Background: an optimization exercise with open tools, aiming at small area. Do not read the settings as production practice. In this exercise RTL edits were held to simulation tests only and were not proved equivalent to the original.

--- flow/constraint.sdc ---
create_clock -name core_clock -period 10.0 [get_ports {clk}]
set_input_delay 2.0000 -clock core_clock [delete_from_list [all_inputs] [get_ports {clk}]]
set_output_delay 2.0000 -clock core_clock [all_outputs]
set_load 0.01 [all_outputs]
--- flow/config.mk ---
export PLATFORM = sky130hd
export DESIGN_NAME = rgb_to_ycrcb_converter
export DESIGN_NICKNAME = rgb_to_ycrcb_converter
export VERILOG_FILES = /design/flow/design.v
export SDC_FILE = /design/flow/constraint.sdc
export NUM_CORES = 4
export LEC_CHECK = 0
export CAP_MARGIN = 20
export CORE_MARGIN = 2
export CORE_UTILIZATION = 40
export SLEW_MARGIN = 20
--- flow/run.sh ---
#!/bin/bash
# synth_recipe.tcl (not shown) runs the flow's synth.tcl, then flattens the netlist and writes it again
# the make line also repeats each setting of config.mk as NAME=value (left out here)
make -C /OpenROAD-flow-scripts/flow DESIGN_CONFIG=/design/flow/config.mk WORK_HOME=/design/flow/orfs CLKGATE_MAP_FILE= SYNTH_SCRIPT=/design/flow/synth_recipe.tcl finish
--- flow/design.v ---
module rgb_to_ycrcb_converter
#(
	parameter DATAIN_WIDTH 	= 32,
	parameter DATAOUT_WIDTH = 32
)
(
	input		clk		,
	input		rst		,
	input      	[DATAIN_WIDTH-1:0]	datain	,
	input             		datain_valid	,
	output	reg		datain_ready			,
	output      	[DATAOUT_WIDTH-1:0]	dataout			,
	output  reg           		dataout_valid ,
	input				dataout_ready
);
	wire [7:0] R0 = datain[15:8], G0 = datain[23:16], B0 = datain[31:24];
	reg [7:0] Y1, R1, B1;
	reg [7:0] Yo, Cr, Cb;
	reg v1;
	wire s0 = R0[0] ^ ~G0[0];
	wire c1 = R0[0] & ~G0[0];
	wire s2 = R0[1] ^ ~G0[1] ^ c1;
	wire c3 = (R0[1] & ~G0[1]) | (R0[1] & c1) | (~G0[1] & c1);
	wire s4 = s0 ^ s2;
	wire c5 = s0 & s2;
	wire s6 = R0[2] ^ ~G0[2] ^ c3;
	wire c7 = (R0[2] & ~G0[2]) | (R0[2] & c3) | (~G0[2] & c3);
	wire s8 = c5 ^ s6;
	wire c9 = c5 & s6;
	wire s10 = R0[3] ^ ~G0[3] ^ c7;
	wire c11 = (R0[3] & ~G0[3]) | (R0[3] & c7) | (~G0[3] & c7);
	wire s12 = c9 ^ s10;
	wire c13 = c9 & s10;
	wire s14 = R0[4] ^ ~G0[4] ^ c11;
	wire c15 = (R0[4] & ~G0[4]) | (R0[4] & c11) | (~G0[4] & c11);
	wire s16 = c13 ^ s14;
	wire c17 = c13 & s14;
	wire s18 = R0[5] ^ ~G0[5] ^ c15;
	wire c19 = (R0[5] & ~G0[5]) | (R0[5] & c15) | (~G0[5] & c15);
	wire s20 = c17 ^ s18;
	wire c21 = c17 & s18;
	wire s22 = R0[6] ^ ~G0[6] ^ c19;
	wire c23 = (R0[6] & ~G0[6]) | (R0[6] & c19) | (~G0[6] & c19);
	wire s24 = c21 ^ s22;
	wire c25 = c21 & s22;
	wire s26 = R0[7] ^ ~G0[7] ^ c23;
	wire c27 = (R0[7] & ~G0[7]) | (R0[7] & c23) | (~G0[7] & c23);
	wire s28 = c25 ^ s26;
	wire c29 = c25 & s26;
	wire s30 = c27 ^ c29;
	wire [8:0] d1 = {~s30, s28, s24, s20, s16, s12, s8, s4, ~s0};
	wire s31 = B0[0] ^ ~G0[0];
	wire c32 = B0[0] & ~G0[0];
	wire s33 = B0[1] ^ ~G0[1] ^ c32;
	wire c34 = (B0[1] & ~G0[1]) | (B0[1] & c32) | (~G0[1] & c32);
	wire s35 = B0[2] ^ ~G0[2] ^ c34;
	wire c36 = (B0[2] & ~G0[2]) | (B0[2] & c34) | (~G0[2] & c34);
	wire s37 = B0[3] ^ ~G0[3] ^ c36;
	wire c38 = (B0[3] & ~G0[3]) | (B0[3] & c36) | (~G0[3] & c36);
	wire s39 = B0[4] ^ ~G0[4] ^ c38;
	wire c40 = (B0[4] & ~G0[4]) | (B0[4] & c38) | (~G0[4] & c38);
	wire s41 = B0[5] ^ ~G0[5] ^ c40;
	wire c42 = (B0[5] & ~G0[5]) | (B0[5] & c40) | (~G0[5] & c40);
	wire s43 = B0[6] ^ ~G0[6] ^ c42;
	wire c44 = (B0[6] & ~G0[6]) | (B0[6] & c42) | (~G0[6] & c42);
	wire s45 = B0[7] ^ ~G0[7] ^ c44;
	wire c46 = (B0[7] & ~G0[7]) | (B0[7] & c44) | (~G0[7] & c44);
	wire [8:0] d2 = {~c46, s45, s43, s41, s39, s37, s35, s33, s31};
	wire s47 = ~d1[0] ^ d1[7];
	wire c48 = ~d1[0] & d1[7];
	wire s49 = ~d1[1] ^ d1[4] ^ c48;
	wire c50 = (~d1[1] & d1[4]) | (~d1[1] & c48) | (d1[4] & c48);
	wire s51 = ~d1[8] ^ s49;
	wire c52 = ~d1[8] & s49;
	wire s53 = d1[0] ^ ~d1[2] ^ d1[5];
	wire c54 = (d1[0] & ~d1[2]) | (d1[0] & d1[5]) | (~d1[2] & d1[5]);
	wire s55 = s53 ^ c50 ^ c52;
	wire c56 = (s53 & c50) | (s53 & c52) | (c50 & c52);
	wire s57 = d1[1] ^ ~d1[3] ^ c54;
	wire c58 = (d1[1] & ~d1[3]) | (d1[1] & c54) | (~d1[3] & c54);
	wire s59 = d1[6] ^ s57 ^ c56;
	wire c60 = (d1[6] & s57) | (d1[6] & c56) | (s57 & c56);
	wire s61 = d1[0] ^ d1[2] ^ ~d1[4];
	wire c62 = (d1[0] & d1[2]) | (d1[0] & ~d1[4]) | (d1[2] & ~d1[4]);
	wire s63 = s61 ^ c58 ^ d1[7];
	wire c64 = (s61 & c58) | (s61 & d1[7]) | (c58 & d1[7]);
	wire s65 = s63 ^ c60;
	wire c66 = s63 & c60;
	wire s67 = d1[1] ^ d1[3] ^ c62;
	wire c68 = (d1[1] & d1[3]) | (d1[1] & c62) | (d1[3] & c62);
	wire s69 = ~d1[5] ^ s67 ^ ~d1[8];
	wire c70 = (~d1[5] & s67) | (~d1[5] & ~d1[8]) | (s67 & ~d1[8]);
	wire s71 = c64 ^ s69 ^ c66;
	wire c72 = (c64 & s69) | (c64 & c66) | (s69 & c66);
	wire s73 = d2[0] ^ d2[7];
	wire c74 = d2[0] & d2[7];
	wire s75 = d2[1] ^ d2[3] ^ ~d2[5];
	wire c76 = (d2[1] & d2[3]) | (d2[1] & ~d2[5]) | (d2[3] & ~d2[5]);
	wire s77 = s75 ^ c74;
	wire c78 = s75 & c74;
	wire s79 = ~d2[0] ^ d2[2] ^ d2[4];
	wire c80 = (~d2[0] & d2[2]) | (~d2[0] & d2[4]) | (d2[2] & d2[4]);
	wire s81 = s79 ^ c76 ^ ~d2[6];
	wire c82 = (s79 & c76) | (s79 & ~d2[6]) | (c76 & ~d2[6]);
	wire s83 = s81 ^ c78 ^ s77;
	wire c84 = (s81 & c78) | (s81 & s77) | (c78 & s77);
	wire s85 = ~d2[1] ^ d2[3] ^ c80;
	wire c86 = (~d2[1] & d2[3]) | (~d2[1] & c80) | (d2[3] & c80);
	wire s87 = d2[5] ^ s85 ^ c82;
	wire c88 = (d2[5] & s85) | (d2[5] & c82) | (s85 & c82);
	wire s89 = ~d2[7] ^ s87 ^ c84;
	wire c90 = (~d2[7] & s87) | (~d2[7] & c84) | (s87 & c84);
	wire s91 = ~d2[2] ^ d2[4] ^ c86;
	wire c92 = (~d2[2] & d2[4]) | (~d2[2] & c86) | (d2[4] & c86);
	wire s93 = d2[6] ^ d2[8] ^ s91;
	wire c94 = (d2[6] & d2[8]) | (d2[6] & s91) | (d2[8] & s91);
	wire s95 = c88 ^ s93 ^ c90;
	wire c96 = (c88 & s93) | (c88 & c90) | (s93 & c90);
	wire s97 = d2[0] ^ ~d2[3] ^ d2[5];
	wire c98 = (d2[0] & ~d2[3]) | (d2[0] & d2[5]) | (~d2[3] & d2[5]);
	wire s99 = s97 ^ c92 ^ d2[7];
	wire c100 = (s97 & c92) | (s97 & d2[7]) | (c92 & d2[7]);
	wire s101 = c94 ^ s99 ^ c96;
	wire c102 = (c94 & s99) | (c94 & c96) | (s99 & c96);
	wire s103 = s95 ^ s101;
	wire c104 = s95 & s101;
	wire s105 = d2[1] ^ ~d2[4] ^ c98;
	wire c106 = (d2[1] & ~d2[4]) | (d2[1] & c98) | (~d2[4] & c98);
	wire s107 = d2[6] ^ ~d2[8] ^ s105;
	wire c108 = (d2[6] & ~d2[8]) | (d2[6] & s105) | (~d2[8] & s105);
	wire s109 = c100 ^ s107 ^ c102;
	wire c110 = (c100 & s107) | (c100 & c102) | (s107 & c102);
	wire s111 = c104 ^ s109;
	wire c112 = c104 & s109;
	wire s113 = d2[2] ^ ~d2[5] ^ c106;
	wire c114 = (d2[2] & ~d2[5]) | (d2[2] & c106) | (~d2[5] & c106);
	wire s115 = d2[7] ^ c108 ^ s113;
	wire c116 = (d2[7] & c108) | (d2[7] & s113) | (c108 & s113);
	wire s117 = s115 ^ c110 ^ c112;
	wire c118 = (s115 & c110) | (s115 & c112) | (c110 & c112);
	wire s119 = s111 ^ s117;
	wire c120 = s111 & s117;
	wire s121 = G0[0] ^ d1[2] ^ d2[3];
	wire c122 = (G0[0] & d1[2]) | (G0[0] & d2[3]) | (d1[2] & d2[3]);
	wire s123 = s121 ^ d1[4] ^ ~d2[6];
	wire c124 = (s121 & d1[4]) | (s121 & ~d2[6]) | (d1[4] & ~d2[6]);
	wire s125 = ~d2[8] ^ c68 ^ ~d1[6];
	wire c126 = (~d2[8] & c68) | (~d2[8] & ~d1[6]) | (c68 & ~d1[6]);
	wire s127 = s123 ^ c114 ^ s125;
	wire c128 = (s123 & c114) | (s123 & s125) | (c114 & s125);
	wire s129 = c116 ^ c70 ^ s127;
	wire c130 = (c116 & c70) | (c116 & s127) | (c70 & s127);
	wire s131 = s129 ^ c72 ^ s71;
	wire c132 = (s129 & c72) | (s129 & s71) | (c72 & s71);
	wire s133 = c118 ^ s131 ^ c120;
	wire c134 = (c118 & s131) | (c118 & c120) | (s131 & c120);
	wire s135 = s119 ^ s133;
	wire c136 = s119 & s133;
	wire s137 = G0[1] ^ d1[3] ^ c122;
	wire c138 = (G0[1] & d1[3]) | (G0[1] & c122) | (d1[3] & c122);
	wire s139 = d2[4] ^ s137 ^ d1[5];
	wire c140 = (d2[4] & s137) | (d2[4] & d1[5]) | (s137 & d1[5]);
	wire s141 = c124 ^ ~d2[7] ^ s139;
	wire c142 = (c124 & ~d2[7]) | (c124 & s139) | (~d2[7] & s139);
	wire s143 = c126 ^ ~d1[7] ^ s141;
	wire c144 = (c126 & ~d1[7]) | (c126 & s141) | (~d1[7] & s141);
	wire s145 = c128 ^ s143 ^ c130;
	wire c146 = (c128 & s143) | (c128 & c130) | (s143 & c130);
	wire s147 = s145 ^ c132 ^ c134;
	wire c148 = (s145 & c132) | (s145 & c134) | (c132 & c134);
	wire s149 = c136 ^ s135 ^ s147;
	wire c150 = (c136 & s135) | (c136 & s147) | (s135 & s147);
	wire s151 = G0[2] ^ d1[4] ^ c138;
	wire c152 = (G0[2] & d1[4]) | (G0[2] & c138) | (d1[4] & c138);
	wire s153 = d2[5] ^ s151 ^ d2[8];
	wire c154 = (d2[5] & s151) | (d2[5] & d2[8]) | (s151 & d2[8]);
	wire s155 = c140 ^ d1[6] ^ s153;
	wire c156 = (c140 & d1[6]) | (c140 & s153) | (d1[6] & s153);
	wire s157 = c142 ^ d1[8] ^ s155;
	wire c158 = (c142 & d1[8]) | (c142 & s155) | (d1[8] & s155);
	wire s159 = c144 ^ s157 ^ c146;
	wire c160 = (c144 & s157) | (c144 & c146) | (s157 & c146);
	wire s161 = s159 ^ c148 ^ c150;
	wire c162 = (s159 & c148) | (s159 & c150) | (c148 & c150);
	wire s163 = G0[3] ^ d1[5] ^ c152;
	wire c164 = (G0[3] & d1[5]) | (G0[3] & c152) | (d1[5] & c152);
	wire s165 = d2[6] ^ s163 ^ c154;
	wire c166 = (d2[6] & s163) | (d2[6] & c154) | (s163 & c154);
	wire s167 = d1[7] ^ c156 ^ s165;
	wire c168 = (d1[7] & c156) | (d1[7] & s165) | (c156 & s165);
	wire s169 = c158 ^ s167 ^ c160;
	wire c170 = (c158 & s167) | (c158 & c160) | (s167 & c160);
	wire s171 = s169 ^ c162 ^ s161;
	wire c172 = (s169 & c162) | (s169 & s161) | (c162 & s161);
	wire s173 = G0[4] ^ d1[6] ^ c164;
	wire c174 = (G0[4] & d1[6]) | (G0[4] & c164) | (d1[6] & c164);
	wire s175 = d2[7] ^ s173 ^ ~d1[8];
	wire c176 = (d2[7] & s173) | (d2[7] & ~d1[8]) | (s173 & ~d1[8]);
	wire s177 = c166 ^ s175 ^ c168;
	wire c178 = (c166 & s175) | (c166 & c168) | (s175 & c168);
	wire s179 = s177 ^ c170 ^ c172;
	wire c180 = (s177 & c170) | (s177 & c172) | (c170 & c172);
	wire s181 = G0[5] ^ ~d2[8] ^ d1[7];
	wire c182 = (G0[5] & ~d2[8]) | (G0[5] & d1[7]) | (~d2[8] & d1[7]);
	wire s183 = c174 ^ s181 ^ c176;
	wire c184 = (c174 & s181) | (c174 & c176) | (s181 & c176);
	wire s185 = s183 ^ c178 ^ c180;
	wire c186 = (s183 & c178) | (s183 & c180) | (c178 & c180);
	wire s187 = G0[6] ^ ~d1[8] ^ c182;
	wire c188 = (G0[6] & ~d1[8]) | (G0[6] & c182) | (~d1[8] & c182);
	wire s189 = s187 ^ c184 ^ c186;
	wire c190 = (s187 & c184) | (s187 & c186) | (c184 & c186);
	wire s191 = G0[7] ^ c188 ^ c190;
	wire [7:0] y = {~s191, s189, s185, s179, s171, ~s161, s149, ~s135};
	wire s192 = R1[0] ^ ~Y1[0];
	wire c193 = R1[0] & ~Y1[0];
	wire s194 = R1[1] ^ ~Y1[1] ^ c193;
	wire c195 = (R1[1] & ~Y1[1]) | (R1[1] & c193) | (~Y1[1] & c193);
	wire s196 = s192 ^ s194;
	wire c197 = s192 & s194;
	wire s198 = R1[2] ^ ~Y1[2] ^ c195;
	wire c199 = (R1[2] & ~Y1[2]) | (R1[2] & c195) | (~Y1[2] & c195);
	wire s200 = c197 ^ s198;
	wire c201 = c197 & s198;
	wire s202 = R1[3] ^ ~Y1[3] ^ c199;
	wire c203 = (R1[3] & ~Y1[3]) | (R1[3] & c199) | (~Y1[3] & c199);
	wire s204 = c201 ^ s202;
	wire c205 = c201 & s202;
	wire s206 = R1[4] ^ ~Y1[4] ^ c203;
	wire c207 = (R1[4] & ~Y1[4]) | (R1[4] & c203) | (~Y1[4] & c203);
	wire s208 = c205 ^ s206;
	wire c209 = c205 & s206;
	wire s210 = R1[5] ^ ~Y1[5] ^ c207;
	wire c211 = (R1[5] & ~Y1[5]) | (R1[5] & c207) | (~Y1[5] & c207);
	wire s212 = c209 ^ s210;
	wire c213 = c209 & s210;
	wire s214 = R1[6] ^ ~Y1[6] ^ c211;
	wire c215 = (R1[6] & ~Y1[6]) | (R1[6] & c211) | (~Y1[6] & c211);
	wire s216 = c213 ^ s214;
	wire c217 = c213 & s214;
	wire s218 = R1[7] ^ ~Y1[7] ^ c215;
	wire c219 = (R1[7] & ~Y1[7]) | (R1[7] & c215) | (~Y1[7] & c215);
	wire s220 = c217 ^ s218;
	wire c221 = c217 & s218;
	wire s222 = c219 ^ c221;
	wire [8:0] d3 = {~s222, s220, s216, s212, s208, s204, s200, s196, ~s192};
	wire s223 = B1[0] ^ ~Y1[0];
	wire c224 = B1[0] & ~Y1[0];
	wire s225 = B1[1] ^ ~Y1[1] ^ c224;
	wire c226 = (B1[1] & ~Y1[1]) | (B1[1] & c224) | (~Y1[1] & c224);
	wire s227 = B1[2] ^ ~Y1[2] ^ c226;
	wire c228 = (B1[2] & ~Y1[2]) | (B1[2] & c226) | (~Y1[2] & c226);
	wire s229 = B1[3] ^ ~Y1[3] ^ c228;
	wire c230 = (B1[3] & ~Y1[3]) | (B1[3] & c228) | (~Y1[3] & c228);
	wire s231 = B1[4] ^ ~Y1[4] ^ c230;
	wire c232 = (B1[4] & ~Y1[4]) | (B1[4] & c230) | (~Y1[4] & c230);
	wire s233 = B1[5] ^ ~Y1[5] ^ c232;
	wire c234 = (B1[5] & ~Y1[5]) | (B1[5] & c232) | (~Y1[5] & c232);
	wire s235 = B1[6] ^ ~Y1[6] ^ c234;
	wire c236 = (B1[6] & ~Y1[6]) | (B1[6] & c234) | (~Y1[6] & c234);
	wire s237 = B1[7] ^ ~Y1[7] ^ c236;
	wire c238 = (B1[7] & ~Y1[7]) | (B1[7] & c236) | (~Y1[7] & c236);
	wire [8:0] d4 = {~c238, s237, s235, s233, s231, s229, s227, s225, s223};
	wire s239 = d3[6] ^ d3[7] ^ ~d3[8];
	wire c240 = (d3[6] & d3[7]) | (d3[6] & ~d3[8]) | (d3[7] & ~d3[8]);
	wire s241 = d3[3] ^ d3[6] ^ ~d3[8];
	wire c242 = (d3[3] & d3[6]) | (d3[3] & ~d3[8]) | (d3[6] & ~d3[8]);
	wire s243 = c240 ^ s239 ^ s241;
	wire c244 = (c240 & s239) | (c240 & s241) | (s239 & s241);
	wire s245 = d3[4] ^ d3[7] ^ c242;
	wire c246 = (d3[4] & d3[7]) | (d3[4] & c242) | (d3[7] & c242);
	wire s247 = c244 ^ s245 ^ s243;
	wire c248 = (c244 & s245) | (c244 & s243) | (s245 & s243);
	wire s249 = d3[5] ^ ~d3[8] ^ c246;
	wire c250 = (d3[5] & ~d3[8]) | (d3[5] & c246) | (~d3[8] & c246);
	wire s251 = s249 ^ c248 ^ s247;
	wire c252 = (s249 & c248) | (s249 & s247) | (c248 & s247);
	wire s253 = d3[0] ^ d3[6] ^ c250;
	wire c254 = (d3[0] & d3[6]) | (d3[0] & c250) | (d3[6] & c250);
	wire s255 = s253 ^ c252;
	wire c256 = s253 & c252;
	wire s257 = d3[0] ^ d3[1] ^ d3[7];
	wire c258 = (d3[0] & d3[1]) | (d3[0] & d3[7]) | (d3[1] & d3[7]);
	wire s259 = s257 ^ c254 ^ c256;
	wire c260 = (s257 & c254) | (s257 & c256) | (c254 & c256);
	wire s261 = s255 ^ s259;
	wire c262 = s255 & s259;
	wire s263 = d3[0] ^ d3[1] ^ d3[2];
	wire c264 = (d3[0] & d3[1]) | (d3[0] & d3[2]) | (d3[1] & d3[2]);
	wire s265 = s263 ^ ~d3[8] ^ c258;
	wire c266 = (s263 & ~d3[8]) | (s263 & c258) | (~d3[8] & c258);
	wire s267 = s265 ^ c260 ^ c262;
	wire c268 = (s265 & c260) | (s265 & c262) | (c260 & c262);
	wire s269 = s261 ^ s267;
	wire c270 = s261 & s267;
	wire s271 = d3[1] ^ d3[2] ^ c264;
	wire c272 = (d3[1] & d3[2]) | (d3[1] & c264) | (d3[2] & c264);
	wire s273 = d3[3] ^ s271 ^ c266;
	wire c274 = (d3[3] & s271) | (d3[3] & c266) | (s271 & c266);
	wire s275 = s273 ^ c268 ^ c270;
	wire c276 = (s273 & c268) | (s273 & c270) | (c268 & c270);
	wire s277 = d3[2] ^ d3[3] ^ c272;
	wire c278 = (d3[2] & d3[3]) | (d3[2] & c272) | (d3[3] & c272);
	wire s279 = d3[4] ^ s277 ^ c274;
	wire c280 = (d3[4] & s277) | (d3[4] & c274) | (s277 & c274);
	wire s281 = s279 ^ c276 ^ s275;
	wire c282 = (s279 & c276) | (s279 & s275) | (c276 & s275);
	wire s283 = d3[3] ^ d3[4] ^ c278;
	wire c284 = (d3[3] & d3[4]) | (d3[3] & c278) | (d3[4] & c278);
	wire s285 = d3[5] ^ s283 ^ c280;
	wire c286 = (d3[5] & s283) | (d3[5] & c280) | (s283 & c280);
	wire s287 = s285 ^ c282 ^ s281;
	wire c288 = (s285 & c282) | (s285 & s281) | (c282 & s281);
	wire s289 = d3[4] ^ d3[5] ^ c284;
	wire c290 = (d3[4] & d3[5]) | (d3[4] & c284) | (d3[5] & c284);
	wire s291 = d3[6] ^ s289 ^ c286;
	wire c292 = (d3[6] & s289) | (d3[6] & c286) | (s289 & c286);
	wire s293 = s291 ^ c288 ^ s287;
	wire c294 = (s291 & c288) | (s291 & s287) | (c288 & s287);
	wire s295 = d3[5] ^ d3[6] ^ c290;
	wire c296 = (d3[5] & d3[6]) | (d3[5] & c290) | (d3[6] & c290);
	wire s297 = d3[7] ^ s295 ^ c292;
	wire c298 = (d3[7] & s295) | (d3[7] & c292) | (s295 & c292);
	wire s299 = s297 ^ c294 ^ s293;
	wire c300 = (s297 & c294) | (s297 & s293) | (c294 & s293);
	wire s301 = d3[6] ^ d3[7] ^ ~d3[8];
	wire c302 = (d3[6] & d3[7]) | (d3[6] & ~d3[8]) | (d3[7] & ~d3[8]);
	wire s303 = c296 ^ s301 ^ c298;
	wire c304 = (c296 & s301) | (c296 & c298) | (s301 & c298);
	wire s305 = s303 ^ c300 ^ s299;
	wire c306 = (s303 & c300) | (s303 & s299) | (c300 & s299);
	wire s307 = d3[7] ^ ~d3[8] ^ c302;
	wire c308 = (d3[7] & ~d3[8]) | (d3[7] & c302) | (~d3[8] & c302);
	wire s309 = s307 ^ c304 ^ c306;
	wire c310 = (s307 & c304) | (s307 & c306) | (c304 & c306);
	wire s311 = ~d3[8] ^ c308 ^ c310;
	wire [7:0] cr = {~s311, s309, s305, ~s299, ~s293, ~s287, ~s281, ~s275};
	wire s312 = ~d4[6] ^ ~d4[8];
	wire c313 = ~d4[6] & ~d4[8];
	wire s314 = ~d4[1] ^ ~d4[7] ^ c313;
	wire c315 = (~d4[1] & ~d4[7]) | (~d4[1] & c313) | (~d4[7] & c313);
	wire s316 = ~d4[2] ^ d4[8] ^ c315;
	wire c317 = (~d4[2] & d4[8]) | (~d4[2] & c315) | (d4[8] & c315);
	wire s318 = ~d4[3] ^ c317 ^ s316;
	wire c319 = (~d4[3] & c317) | (~d4[3] & s316) | (c317 & s316);
	wire s320 = ~d4[4] ^ c319 ^ s318;
	wire c321 = (~d4[4] & c319) | (~d4[4] & s318) | (c319 & s318);
	wire s322 = ~d4[5] ^ c321 ^ s320;
	wire c323 = (~d4[5] & c321) | (~d4[5] & s320) | (c321 & s320);
	wire s324 = d4[0] ^ ~d4[6] ^ c323;
	wire c325 = (d4[0] & ~d4[6]) | (d4[0] & c323) | (~d4[6] & c323);
	wire s326 = s322 ^ s324;
	wire c327 = s322 & s324;
	wire s328 = d4[1] ^ ~d4[7] ^ c325;
	wire c329 = (d4[1] & ~d4[7]) | (d4[1] & c325) | (~d4[7] & c325);
	wire s330 = c327 ^ s328;
	wire c331 = c327 & s328;
	wire s332 = d4[2] ^ d4[8] ^ c329;
	wire c333 = (d4[2] & d4[8]) | (d4[2] & c329) | (d4[8] & c329);
	wire s334 = c331 ^ s332;
	wire c335 = c331 & s332;
	wire s336 = d4[3] ^ c333 ^ c335;
	wire c337 = (d4[3] & c333) | (d4[3] & c335) | (c333 & c335);
	wire s338 = s334 ^ s336;
	wire c339 = s334 & s336;
	wire s340 = d4[4] ^ c337 ^ c339;
	wire c341 = (d4[4] & c337) | (d4[4] & c339) | (c337 & c339);
	wire s342 = s338 ^ s340;
	wire c343 = s338 & s340;
	wire s344 = d4[5] ^ c341 ^ c343;
	wire c345 = (d4[5] & c341) | (d4[5] & c343) | (c341 & c343);
	wire s346 = s342 ^ s344;
	wire c347 = s342 & s344;
	wire s348 = d4[6] ^ c345 ^ c347;
	wire c349 = (d4[6] & c345) | (d4[6] & c347) | (c345 & c347);
	wire s350 = s346 ^ s348;
	wire c351 = s346 & s348;
	wire s352 = d4[7] ^ c349 ^ c351;
	wire c353 = (d4[7] & c349) | (d4[7] & c351) | (c349 & c351);
	wire s354 = s350 ^ s352;
	wire c355 = s350 & s352;
	wire s356 = ~d4[8] ^ c353 ^ c355;
	wire s357 = s354 ^ s356;
	wire [7:0] cb = {~s357, ~s354, ~s350, ~s346, ~s342, ~s338, ~s334, s330};
	always @(posedge clk) begin
		Y1 <= y; R1 <= R0; B1 <= B0;
		Yo <= Y1; Cr <= cr; Cb <= cb;
		if (rst) begin
			datain_ready <= 1'b0; v1 <= 1'b0; dataout_valid <= 1'b0;
		end else begin
			datain_ready <= dataout_ready; v1 <= datain_valid; dataout_valid <= v1;
		end
	end
	assign dataout = {Yo, Cr, Cb, 8'h00};
endmodule
==> out/summary.log <==
qor: synthesis.netlist_top_cells_area sky130_fd_sc_hd__fa_1, sky130_fd_sc_hd__dfxtp_1, sky130_fd_sc_hd__inv_1
qor: global_route.antenna_found_initial 0
qor: placement.placedInstanceArea 6140 µm²
qor: synthesis.synth.distinct_cells 21
qor: synthesis.synthCells 401
qor: timing.grt_setup_unrepaired yes
qor: final_layout.final_core_utilization 55.4%
qor: setup_path.worst_ep_required_time 10.20 ns
qor: status.check-failures negative setup slack
qor: timing.fmax 90.7 MHz
qor: floorplan.initial_cell_density_of_the_core 40.6%
qor: floorplan.core_area 11900 µm²
qor: job.maxCapViolations 0
qor: setup_path.startpoint_kind_of_the_worst_setup_timing_path primary input
qor: cts.clock_insertion_delay_worst_skew 0.30 ns
qor: final_layout.layout-drive-gt1-share 33.9%
qor: cts.cts.path.max_buffers 2
qor: timing.timing_hold_violations_final 0
qor: synthesis.synth-seq-cells 51
qor: setup_path.timing.setup.critical_path_class in2reg
qor: global_route.pin_count_of_the_biggest_net_entering_global_routing 18
qor: drt.routed_wire_length_per_instance 13.4 µm
qor: global_route.number_of_global_route_vias_before_repair 3292
qor: final_layout.nFillCells 1024
qor: drt.vias 2923
qor: drt.drt_first_iter_violations 70
qor: drt.drt_pass1_iterations 4
qor: final_layout.final_cell_area 6600 µm²
qor: floorplan.die-height 114 µm
qor: timing.clock_skew 0.00627 ns
qor: timing.min_period_over_period 110%
qor: timing.tns -4.32 ns
qor: final_layout.regArea 1020 µm²
qor: status.result_of_the_run finished with violations
qor: synthesis.post_synth_instance_area 4830 µm²
qor: drt.post_route_drc 0
qor: cts.cts_tree done
qor: cts.clock-sinks 51
qor: floorplan.placementRows 40
qor: cts.cts_h_tree_depth 2
qor: timing.report.final.setup_viol 8
qor: final_layout.most_frequent_cells_in_the_layout sky130_fd_sc_hd__inv_1, sky130_fd_sc_hd__fa_1, sky130_fd_sc_hd__buf_4, sky130_fd_sc_hd__dfxtp_1, sky130_fd_sc_hd__clkdlybuf4s50_1
qor: timing.period_minus_slack 11.02 ns
qor: cts.ctsRootBufferMaster sky130_fd_sc_hd__clkbuf_16
qor: setup_path.cp_max_fo 2
qor: setup_path.end_kind register
qor: final_layout.layout.cells.most_common sky130_fd_sc_hd__inv_1
qor: synthesis.postSynthAreaPerCell 12.0 µm²
qor: placement.placement.io_buffers 53
qor: placement.post-dp-hpwl 8400 µm
qor: final_layout.antennaDiodeCount 0
qor: cts.path_clk_slew 0.07 ns
qor: global_route.grt_first_pass_wirelength 15700 µm
qor: synthesis.synth_largest_type_area_fraction 52.2%
qor: min_path.min_path_type reg2reg
qor: floorplan.design.die.area 13000 µm²
qor: drt.remaining_antenna_violation_count_after_routing 0
qor: final_layout.multi_input_comb_area 3530 µm²
qor: floorplan.io_pins 70
qor: global_route.gr-total-overflow 0
qor: final_layout.area_growth 36.5%
qor: drt.viasPerCell 4.25
qor: drt.drt-total-wl 9230 µm
qor: placement.finalWeightedCongestion 0.836
qor: timing.worst_slack -1.02 ns
qor: setup_path.worst_path_arrival_time 11.22 ns
qor: floorplan.fp.dieW 114 µm
qor: synthesis.synth_warnings 1
qor: synthesis.yosys.area.top_type sky130_fd_sc_hd__fa_1
qor: final_layout.design.final.nets 734
qor: global_route.groute.usage.overall 15.9%
qor: cts.cts-buffers-inserted 5
qor: synthesis.synth_seq_area_share 21.1%
qor: cts.cts_hold_repair.buffers 0
qor: timing.final-max-slew-violation-count 0
worst paths after layout:
kind | startpoint | depth (start not counted) | slack [ns] | endpoint
worst min register to register | Y1[5]$_DFF_P_ | 0 | 0.37 | Yo[5]$_DFF_P_
worst min-delay path | Y1[5]$_DFF_P_ | 0 | 0.37 | Yo[5]$_DFF_P_
worst max register to register | Y1[0]$_DFF_P_ | 34 | -0.44 | Cr[7]$_DFF_P_
worst max-delay path | datain[8] | 28 | -1.02 | Y1[6]$_DFF_P_
Yosys cell counts:
cell                       instances
sky130_fd_sc_hd__a21o_1            1
sky130_fd_sc_hd__or3_2             1
sky130_fd_sc_hd__o211ai_1          1
sky130_fd_sc_hd__xor2_1            2
sky130_fd_sc_hd__nand2b_1          1
sky130_fd_sc_hd__xnor2_1          11
sky130_fd_sc_hd__conb_1            1
sky130_fd_sc_hd__a31oi_1           1
sky130_fd_sc_hd__and2_1            1
sky130_fd_sc_hd__a2111o_1          1
sky130_fd_sc_hd__maj3_1            2
sky130_fd_sc_hd__nor2b_1           3
sky130_fd_sc_hd__buf_4             8
sky130_fd_sc_hd__mux2i_1           2
sky130_fd_sc_hd__o21ai_0           3
sky130_fd_sc_hd__inv_1           143
sky130_fd_sc_hd__ha_1             33
sky130_fd_sc_hd__nor2_1            4
sky130_fd_sc_hd__fa_1            126
sky130_fd_sc_hd__nand2_1           5
sky130_fd_sc_hd__dfxtp_1          51
cell families after synthesis:
| kind of cell | synth area share, % |
|---|---|
| flops | 21.1 |
| other cells | 0.0776 |
| simple gates | 1.50 |
| fa+ha+maj | 61.2 |
| compound gates | 0.984 |
| mux | 0.414 |
| buf+inv | 12.4 |
| xor+xnor | 2.36 |
layer usage:
layer	global-route usage, %	wire [µm]
met5	0	0
met4	5.04	195
met3	1.86	246
met2	29.2	5000
met1	19.5	3790
cell type report:
cell class / count / area share, %
clock buffer: 5 / 1.90
clock inverter: 3 / 0.721
inverter: 143 / 8.37
multi-input combinational: 206 / 53.5
sequential: 51 / 15.5
tap: 147 / 2.79
timing repair buffer: 132 / 17.2
worst max-delay path, stage by stage:
cell and delay, ns:
sky130_fd_sc_hd__clkdlybuf4s50_1 0.43, sky130_fd_sc_hd__ha_1 0.21, sky130_fd_sc_hd__inv_1 0.07, sky130_fd_sc_hd__fa_1 0.15, sky130_fd_sc_hd__inv_1 0.05, sky130_fd_sc_hd__fa_2 0.36, sky130_fd_sc_hd__fa_1 0.40, sky130_fd_sc_hd__fa_2 0.35
sky130_fd_sc_hd__fa_1 0.39, sky130_fd_sc_hd__fa_2 0.36, sky130_fd_sc_hd__fa_1 0.54, sky130_fd_sc_hd__ha_4 0.30, sky130_fd_sc_hd__nand2_1 0.07, sky130_fd_sc_hd__fa_2 0.37, sky130_fd_sc_hd__or3_2 0.52, sky130_fd_sc_hd__a31oi_4 0.21
sky130_fd_sc_hd__fa_1 0.47, sky130_fd_sc_hd__fa_1 0.54, sky130_fd_sc_hd__fa_2 0.40, sky130_fd_sc_hd__fa_1 0.49, sky130_fd_sc_hd__maj3_2 0.32, sky130_fd_sc_hd__fa_1 0.50, sky130_fd_sc_hd__inv_2 0.05, sky130_fd_sc_hd__fa_2 0.36
sky130_fd_sc_hd__fa_2 0.38, sky130_fd_sc_hd__fa_2 0.37, sky130_fd_sc_hd__fa_2 0.54, sky130_fd_sc_hd__inv_2 0.03
registers in the layout, indices dropped and copies added, names as in the netlist, 8 cells and up:
| register | flops |
|---|---|
| Cr | 8 |
| Yo | 8 |
| Y1 | 8 |
| R1 | 8 |
| Cb | 8 |
| B1 | 8 |
metrics by stage:
step                      std cells  setup slack (ns)  hold WS [ns]
after floorplan                 408             -1.08         0.331
after global placement          666             -1.88         0.364
after detailed placement        666             -2.02         0.366
after CTS                       682             -1.19         0.376
after global routing            687             -1.28         0.382
final                           687             -1.02         0.367
repair_timing:
action | 4_1_cts | 5_1_grt
gates resized for setup | 52 | 23
setup endpoints to repair | 11 | 11
pin swaps | 26 | 19
setup buffers | 8 | 5

-- afterwards: timing with drivers on the ports --
No port has a modelled driver above. Below, the same layout with a new extraction and two added sets of constraints. Step 1: set_driving_cell puts a clkbuf_16 on clk and a buf_2 on each other input, an assumption about the parent block. Step 2, shift: input delay + t, output delay - t, t = (earliest + latest rising clock arrival at the registers) / 2. This alone moves slack from input paths to output paths. a / b / c = ideal ports / drivers / drivers and shift; a / b = the first two.
shift t [ns]: 0.330
setup WS [ns]: -1.020 / -1.009 / -1.339
hold WS [ns]: 0.367 / 0.367 / 0.367
The setup slack of this run moves by +0.011 ns with the drivers and by -0.319 ns with both steps.
